Context: an optimization exercise on an open-source flow, tuned for small area. The choices shown serve that exercise and are no tape-out recipe.
The RTL was checked by simulation tests, not by an equivalence proof against the original design.
Power is estimated from default activity; no workload was simulated.

==> 10-06: inputs <==
// goStickMan
module goStickMan(clk, resetn, go, up, down, plot, x, y, colour, HEX2, HEX1, HEX0);
  input clk;
  input resetn;
  input go, up, down;
  output reg plot;
  output [7:0] x;
  output [6:0] y;
  output [2:0] colour;
  output [6:0] HEX2, HEX1, HEX0;
  localparam P_W = 3'd0, P_E = 3'd1, P_R1 = 3'd2, P_R2 = 3'd3, P_J = 3'd6, P_S = 3'd7;
  localparam PH_PRE = 2'd0, PH_DRAW = 2'd1, PH_PCLR = 2'd3, PH_CLR = 2'd2;
  localparam S_SC = 4'd0, S_SPR = 4'd4, S_B3 = 4'd11, S_B0 = 4'd8,
             S_PREF = 4'd7, S_PREW = 4'd6;
  reg [2:0] pose;
  reg [1:0] ph;
  reg [3:0] seg;      
  reg [1:0] pass;     
  reg [11:0] score;
  reg [4:0] b;        
  reg [3:0] fl;       
  reg [3:0] lfsr;
  reg [7:0] xr;
  reg [6:0] yr;       
  assign colour = {3{ph[0]}};
  wire game = pose[1];
  wire isW = (pose[1:0] == 2'b00);
  wire isE = (pose[1:0] == 2'b01);
  wire hold = pose[2] & !pose[1];
  wire low = (seg[3:2] == 2'b00);           
  assign x = hold ? (isW ? 8'd48 : 8'd62) : xr;
  assign y = hold ? (isW ? 7'd56 : 7'd48) : yr - (low ? 7'd57 : 7'd17);
  wire pclr = (ph == PH_PCLR);
  ...
clock: 20.0 ns
lec_check: 0
abc_area: 1
cap_margin: 20
core_margin: 2
core_utilization: 30
cts_buf_list: sky130_fd_sc_hd__clkbuf_8
slew_margin: 20
standard.sh (not shown) runs the stock make flow with config.mk's settings and CLKGATE_MAP_FILE= SYNTH_SCRIPT=/design/flow/synth_recipe.tcl, a recipe that flattens the netlist after the stock synthesis.
==> flow/flow/run.sh <==
#!/bin/bash
# Own layout flow: the standard ORFS flow (standard.sh) with synthesis and buffering choices:
#  - flow/own.mk is added to the ORFS config: it keeps the half/full adder cells out
#    (DONT_USE_CELLS), so Yosys's adder extraction leaves that logic to ABC, and buffers the
#    ports with the smallest buffer cell;
#  - ABC maps with flow/abc_area.script from several random seeds, run in parallel, and the
#    smallest result is kept (flow/own_synth.tcl).
# Registers, floorplan, power grid, placement, CTS and routing are the standard flow's.
set -euo pipefail
here=$(pwd)
cat config.mk flow/own.mk > own_config.mk
sed "s#source \$::env(SCRIPTS_DIR)/synth.tcl#source $here/flow/own_synth.tcl#" synth_recipe.tcl > own_synth_top.tcl
sed -e "s#DESIGN_CONFIG=[^ ]*#DESIGN_CONFIG=$here/own_config.mk#" \
    -e "s#SYNTH_SCRIPT=[^ ]*#SYNTH_SCRIPT=$here/own_synth_top.tcl#" standard.sh > own_standard.sh
export OWN_ABC_SCRIPT=$here/flow/abc_area.script
export OWN_ABC_DIR=$here/abc_runs
export OWN_ABC_SEEDS="1 2 3 4 5 6 7 8 9 10 11 12 13 14 15 16"
bash own_standard.sh > flow_make.log 2>&1
Other scripts of this flow, unchanged in this note and not shown: flow/flow/abc_area.script, flow/flow/own.mk, flow/flow/own_synth.tcl
==> 05-14: changes against 10-06 <==
--- a/flow/design.v
+++ b/flow/design.v
@@ -801,27 +801,25 @@
     else if (seg[1:0] == 2'd0) t = {15'd0, rs};
     else t = {15'd0, rd};
   end
   wire [32:0] m = t[42:10];
   wire [2:0] dxn = t[9:7];
   wire [5:0] ytn = t[6:1];
   wire last = t[0];
   wire [32:0] thermo = ~(33'h1ffffffff << yr[5:0]);
-  wire [32:0] below = m & thermo;
-  reg [32:0] above;
+  reg [32:0] below;
   reg [5:0] rn;
   integer k;
   always @(*) begin
-    above[32] = 1'b0;
-    for (k = 31; k >= 0; k = k - 1) above[k] = above[k+1] | below[k+1];
+    for (k = 0; k < 33; k = k + 1) below[k] = m[k] & thermo[k];
     rn = 6'd0;
-    for (k = 0; k < 33; k = k + 1) if (below[k] & !above[k]) rn = rn | k;
+    for (k = 0; k < 33; k = k + 1) if (below[k]) rn = k;
   end
-  wire any = above[0] | below[0];
+  wire any = |below;
   wire end_scan = !any & last;
   wire col_end = (xr[2:0] == {b[1:0], 1'b0});
   wire row_end = (yr[3:0] == (fl[bj] ? 4'd9 : 4'd2));
   wire wrap = low && (seg[1:0] != 2'd0) && (pass != 2'd2);
   wire seg_end = (seg == S_PREF) || (seg == S_PREW) || (blkseg ? (col_end & row_end) : (end_scan & !wrap));
   wire frame_end = (seg == S_SPR && isW && xr == 8'd48 && yr == 7'd74) ||
                    (seg == S_SPR && isE && xr == 8'd62 && yr == 7'd66) ||
                    (seg == S_B0 && row_end && xr[2:0] == {b[1:0], 1'b1});
==> impl_results.md <==
* Later-pin clock latency in the skew report at 0.33 ns
* Clock Skews at 0.01448 ns
* Relative area of clock buffers and inverters in the final design at 0.01403
* Critical path fanouts, max at 24
* Outcome: finished clean
* Maximum resistive drop on vdd at 108.9 µV
* Inverters, non-clock at 27
* Slack of the critical path at 12.44 ns
* Switching share of total power at 0.6270
* Clock network power share at 0.047
* Reg2reg setup slack at 12.44 ns
* Share of power burned in registers at 0.122
[end of results for 10-06]
==> impl_results.md <==
* Peak per-stage delay on the critical path at 0.83 ns
* Outcome: finished clean
* Inverters, non-clock at 23
* Crit end category: flop
* Mux share of post-synthesis cell area at 0.006507
* Clock network power share at 0.046
* Switching share of total power at 0.6262
* Power density of the placed cells at 204.9 nW/µm²
* Reg2reg setup slack at 12.08 ns
* Critical path fanouts, max at 18
* Relative area of clock buffers and inverters in the final design at 0.01367
* Maximum resistive drop on vdd at 77.11 µV
* Share of power burned in registers at 0.127
[end of results for 05-14]

---

==> inputs of fjord <==
goStickMan, a different RTL version from the one above (not shown whole).
==> flow/config.mk <==
export PLATFORM = sky130hd
export DESIGN_NAME = goStickMan
export DESIGN_NICKNAME = goStickMan
export VERILOG_FILES = /design/flow/design.v
export SDC_FILE = /design/flow/constraint.sdc
export NUM_CORES = 8
export LEC_CHECK = 0
export ABC_AREA = 1
export CAP_MARGIN = 20
export CORE_MARGIN = 2
export CORE_UTILIZATION = 30
export CTS_BUF_LIST = sky130_fd_sc_hd__clkbuf_8
export SLEW_MARGIN = 20
==> flow/constraint.sdc <==
create_clock -name core_clock -period 20.0 [get_ports {clk}]
set_input_delay 4.0000 -clock core_clock [delete_from_list [all_inputs] [get_ports {clk}]]
set_output_delay 4.0000 -clock core_clock [all_outputs]
set_load 0.01 [all_outputs]
Scripts as last shown in full above: flow/flow/run.sh
Other scripts of this flow, unchanged in this note and not shown: flow/flow/abc_area.script, flow/flow/own.mk, flow/flow/own_synth.tcl
==> amber (differences from fjord) <==
--- a/flow/design.v
+++ b/flow/design.v
@@ -477,11 +477,11 @@
   wire rh_n426 = pose[2] ? rh_n425 : rh_n424;
   wire rh_n427 = xr[3];
   wire rh_n428 = pose[0] & rh_n427;
   wire rh_n429 = ~pose[2] & rh_n428;
   wire rh_n430 = ~pose[2];
-  wire [38:0] rh = {1'b0, rh_n430, rh_n429, rh_n426, rh_n421, rh_n414, rh_n408, rh_n399, rh_n393, rh_n386, rh_n381, rh_n378, rh_n374, rh_n365, rh_n354, rh_n348, rh_n344, rh_n336, rh_n327, rh_n310, rh_n294, rh_n286, rh_n276, rh_n252, rh_n231, rh_n226, rh_n226, rh_n220, rh_n209, rh_n195, rh_n180, rh_n174, rh_n155, rh_n136, rh_n126, rh_n99, rh_n71, rh_n45, rh_n17};
+  wire [39:0] rh = {1'b0, rh_n430, rh_n429, rh_n426, rh_n421, rh_n414, rh_n408, rh_n399, rh_n393, rh_n386, rh_n381, rh_n378, rh_n374, rh_n365, rh_n354, rh_n348, rh_n344, rh_n336, rh_n327, rh_n310, rh_n294, rh_n286, rh_n276, rh_n252, rh_n231, rh_n226, rh_n226, rh_n220, rh_n209, rh_n195, rh_n180, rh_n174, rh_n155, 1'b0, rh_n136, rh_n126, rh_n99, rh_n71, rh_n45, rh_n17};
   wire rs_n0 = ~xr[4];
   wire rs_n1 = ~xr[2] & rs_n0;
   wire rs_n2 = xr[1] & rs_n1;
   wire rs_n3 = xr[3] & rs_n2;
   wire rs_n4 = xr[0];
@@ -503,11 +503,11 @@
   wire rs_n20 = xr[2] & rs_n19;
   wire rs_n21 = xr[4];
   wire rs_n22 = xr[2] | rs_n21;
   wire rs_n23 = xr[1] ? rs_n22 : rs_n20;
   wire rs_n24 = xr[3] ? rs_n23 : rs_n15;
-  wire [26:0] rs = {1'b0, 1'b0, 1'b0, 1'b0, 1'b0, 1'b0, 1'b0, 1'b0, 1'b0, 1'b0, 1'b0, 1'b0, 1'b0, 1'b0, rs_n24, rs_n18, rs_n17, 1'b1, 1'b0, rs_n13, rs_n12, 1'b0, 1'b0, rs_n11, rs_n7, rs_n7, rs_n3};
+  wire [27:0] rs = {1'b0, 1'b0, 1'b0, 1'b0, 1'b0, 1'b0, 1'b0, 1'b0, 1'b0, 1'b0, 1'b0, 1'b0, 1'b0, 1'b0, rs_n24, rs_n18, rs_n17, 1'b1, 1'b0, rs_n13, rs_n12, 1'b0, 1'b0, 1'b0, rs_n11, rs_n7, rs_n7, rs_n3};
   wire rd_n0 = ~col[2];
   wire rd_n1 = pass[0];
   wire rd_n2 = dcur[0] & rd_n1;
   wire rd_n3 = ~dcur[3] & rd_n2;
   wire rd_n4 = ~dcur[1] & rd_n3;
@@ -626,11 +626,11 @@
   wire rd_n117 = col[1] ? rd_n33 : rd_n116;
   wire rd_n118 = col[0] ? rd_n117 : rd_n115;
   wire rd_n119 = ~dcur[2];
   wire rd_n120 = col[1] ? rd_n114 : rd_n119;
   wire rd_n121 = col[0] ? rd_n74 : rd_n120;
-  wire [26:0] rd = {1'b0, rd_n121, rd_n118, rd_n113, rd_n109, rd_n93, rd_n78, rd_n75, rd_n68, rd_n61, 1'b0, 1'b0, 1'b0, 1'b0, 1'b0, 1'b0, 1'b0, 1'b0, 1'b0, 1'b0, 1'b1, rd_n50, rd_n42, rd_n35, 1'b0, rd_n29, rd_n15};
+  wire [27:0] rd = {1'b0, rd_n121, rd_n118, rd_n113, rd_n109, rd_n93, rd_n78, rd_n75, rd_n68, rd_n61, 1'b0, 1'b0, 1'b0, 1'b0, 1'b0, 1'b0, 1'b0, 1'b0, 1'b0, 1'b0, 1'b1, 1'b0, rd_n50, rd_n42, rd_n35, 1'b0, rd_n29, rd_n15};
   wire st_n0 = ~sv[0];
   wire st_n1 = ~sv[1] | st_n0;
   wire st_n2 = sv[2] | st_n1;
   wire st_n3 = sv[0];
   wire st_n4 = sv[3] ? st_n3 : st_n2;
@@ -787,41 +787,39 @@
   wire h2_n14 = score[9] | h2_n3;
   wire h2_n15 = score[8] ? h2_n14 : h2_n9;
   wire h2_n16 = score[9] ? h2_n0 : h2_n3;
   wire h2_n17 = score[8] ? h2_n16 : h2_n4;
   wire [6:0] h2 = {h2_n17, h2_n15, h2_n13, h2_n12, h2_n10, h2_n7, h2_n5};
-  wire fe_w = !xr[0] & !xr[1] & !xr[6] & yr[0] & !yr[3];
-  wire fe_e = xr[5] & !yr[0] & !yr[2] & !yr[3] & !yr[4];
-  reg [38:0] t;
+  reg [39:0] t;
   always @(*) begin
     if (!low) t = rh;
-    else if (seg[1:0] == 2'd0) t = {rh[38:27], rs};
-    else t = {rh[38:27], rd};
+    else if (seg[1:0] == 2'd0) t = {12'd0, rs};
+    else t = {12'd0, rd};
   end
-  wire [29:0] m = t[38:9];
-  wire [2:0] dxn = t[8:6];
-  wire [4:0] ytn = t[5:1];
+  wire [29:0] m = t[39:10];
+  wire [2:0] dxn = t[9:7];
+  wire [5:0] ytn = t[6:1];
   wire last = t[0];
-  wire [29:0] thermo = ~(30'h3fffffff << yr[4:0]);
+  wire [29:0] thermo = ~(30'h3fffffff << yr[5:0]);
   wire [29:0] below = m & thermo;
   reg [29:0] above;
-  reg [4:0] rn;
+  reg [5:0] rn;
   integer k;
   always @(*) begin
     above[29] = 1'b0;
     for (k = 28; k >= 0; k = k - 1) above[k] = above[k+1] | below[k+1];
-    rn = 5'd0;
+    rn = 6'd0;
     for (k = 0; k < 30; k = k + 1) if (below[k] & !above[k]) rn = rn | k;
   end
   wire any = above[0] | below[0];
   wire end_scan = !any & last;
   wire col_end = (xr[2:0] == {b[1:0], 1'b0});
   wire row_end = (yr[3:0] == (fl[bj] ? 4'd6 : 4'd15));
   wire wrap = low && (seg[1:0] != 2'd0) && (pass != 2'd2);
   wire seg_end = (seg == S_PREF) || (seg == S_PREW) || (blkseg ? (col_end & row_end) : (end_scan & !wrap));
-  wire frame_end = (seg == S_SPR && isW && fe_w) ||
-                   (seg == S_SPRE && fe_e) ||
+  wire frame_end = (seg == S_SPR && isW && xr == 8'd48 && yr == 7'd71) ||
+                   (seg == S_SPRE && xr == 8'd62 && yr == 7'd66) ||
                    (seg == S_B0 && row_end && xr[2:0] == {b[1:0], 1'b1});
   reg [7:0] nx; reg [6:0] ny; reg [1:0] npass;
   always @(*) begin
     npass = pass;
     if (pclr && !game) begin  
@@ -838,12 +836,12 @@
       else begin nx = xr - 8'd1; ny = yr; end
     end else if (end_scan) begin  
       npass = pass + 2'd1;
       if (pass == 2'd0) begin nx = dbase + 8'd1; ny = 7'd81; end
       else begin nx = dbase + df[6:4]; ny = 7'd72 + df[3:0]; end
-    end else if (any) begin nx = xr; ny = {2'b10, rn}; end
-    else begin nx = xr - {5'd0, dxn}; ny = {2'b10, ytn}; end
+    end else if (any) begin nx = xr; ny = {1'b1, rn}; end
+    else begin nx = xr - {5'd0, dxn}; ny = {1'b1, ytn}; end
   end
   wire collide = game & (ph == PH_CLR) & (b >= 5'd4) & (b <= 5'd9) & (fl[0] ? (pose != P_S) : (pose != P_J));
   reg [2:0] npose; reg [1:0] nph; reg [3:0] nsg;
   always @(*) begin
     npose = pose; nph = ph;
==> notes <==
Between fjord and amber, the lower synthesized cell count is in amber (gap 1.6%, measured against amber).
Against amber, the critical path depth of fjord is lower by 1.
In amber the via count is lower than in fjord, by 0.69%.
Between amber and fjord, the lower maximum frequency is in amber (gap about 13%, measured against fjord).
In amber the global-route usage is lower than in fjord, by 2.1 points.
Between amber and fjord, the lower area after synthesis is in fjord (gap about 0.5%, measured against fjord).
Between amber and fjord, the lower utilization is in amber (gap 0.18 points).
In sequential share of layout area, fjord and amber hardly differ.
==> figures <==
Portion of the post-synthesis area used by sequential elements: fjord 16.5%; amber 16.4%
Area share of xor/xnor cells in the synthesized design: fjord 4.90%; amber 4.60%
Power, Total: fjord 0.00139 W; amber 0.00138 W
Power of the combinational group: fjord 0.00115 W; amber 0.00114 W
Part of the power in combinational logic: fjord 82.9%; amber 82.6%
Maximum fanout along the worst path: fjord 16; amber 49
Clock latency at the later pin of the worst-skew pair: fjord 320 ps; amber 330 ps
Number of filler instances in the final layout: fjord 2371; amber 2367
Post-synthesis cell count: fjord 1038; amber 1022
Register-to-register setup slack: fjord 12020 ps; amber 10860 ps
Critical Path End: fjord yr[1]; amber xr[1]
Clock group total power: fjord 0.0000678 W; amber 0.0000686 W
Detailed Route Iter0 Violations: fjord 1191; amber 1278
Die area: fjord 22700 µm²; amber 22800 µm²
Result of the run: fjord timing/DRC/antenna clean; amber timing/DRC/antenna clean
Dominant cell type by count on the critical path: fjord nor2_1; amber a21oi_1
Delay of the slowest cell on the worst path: fjord 710 ps; amber 980 ps

[port drivers added, routing unchanged]
No port has a modelled driver above. Below, the same layouts with a new extraction and two added sets of constraints. Step 1, drivers: a clkbuf_16 drives clk and a buf_2 each remaining input, both assumed. Step 2 times the ports against the registers' clock, not the clock port: input delays grow and output delays shrink by t, the midpoint of the rising clock arrivals with the driver on. Three values: ideal ports, drivers, drivers and shift; two values: the first two.
run | shift t [ns] | setup WS [ns] | cell pins on the clock port's net
10-06 | 0.350 | 12.436 / 12.436 / 12.436 | 1
05-14 | 0.352 | 12.076 / 12.076 / 12.076 | 1
fjord | 0.350 | 12.021 / 12.021 / 12.021 | 1
amber | 0.360 | 10.855 / 10.855 / 10.855 | 1
After both steps setup and hold are still met in every run listed.
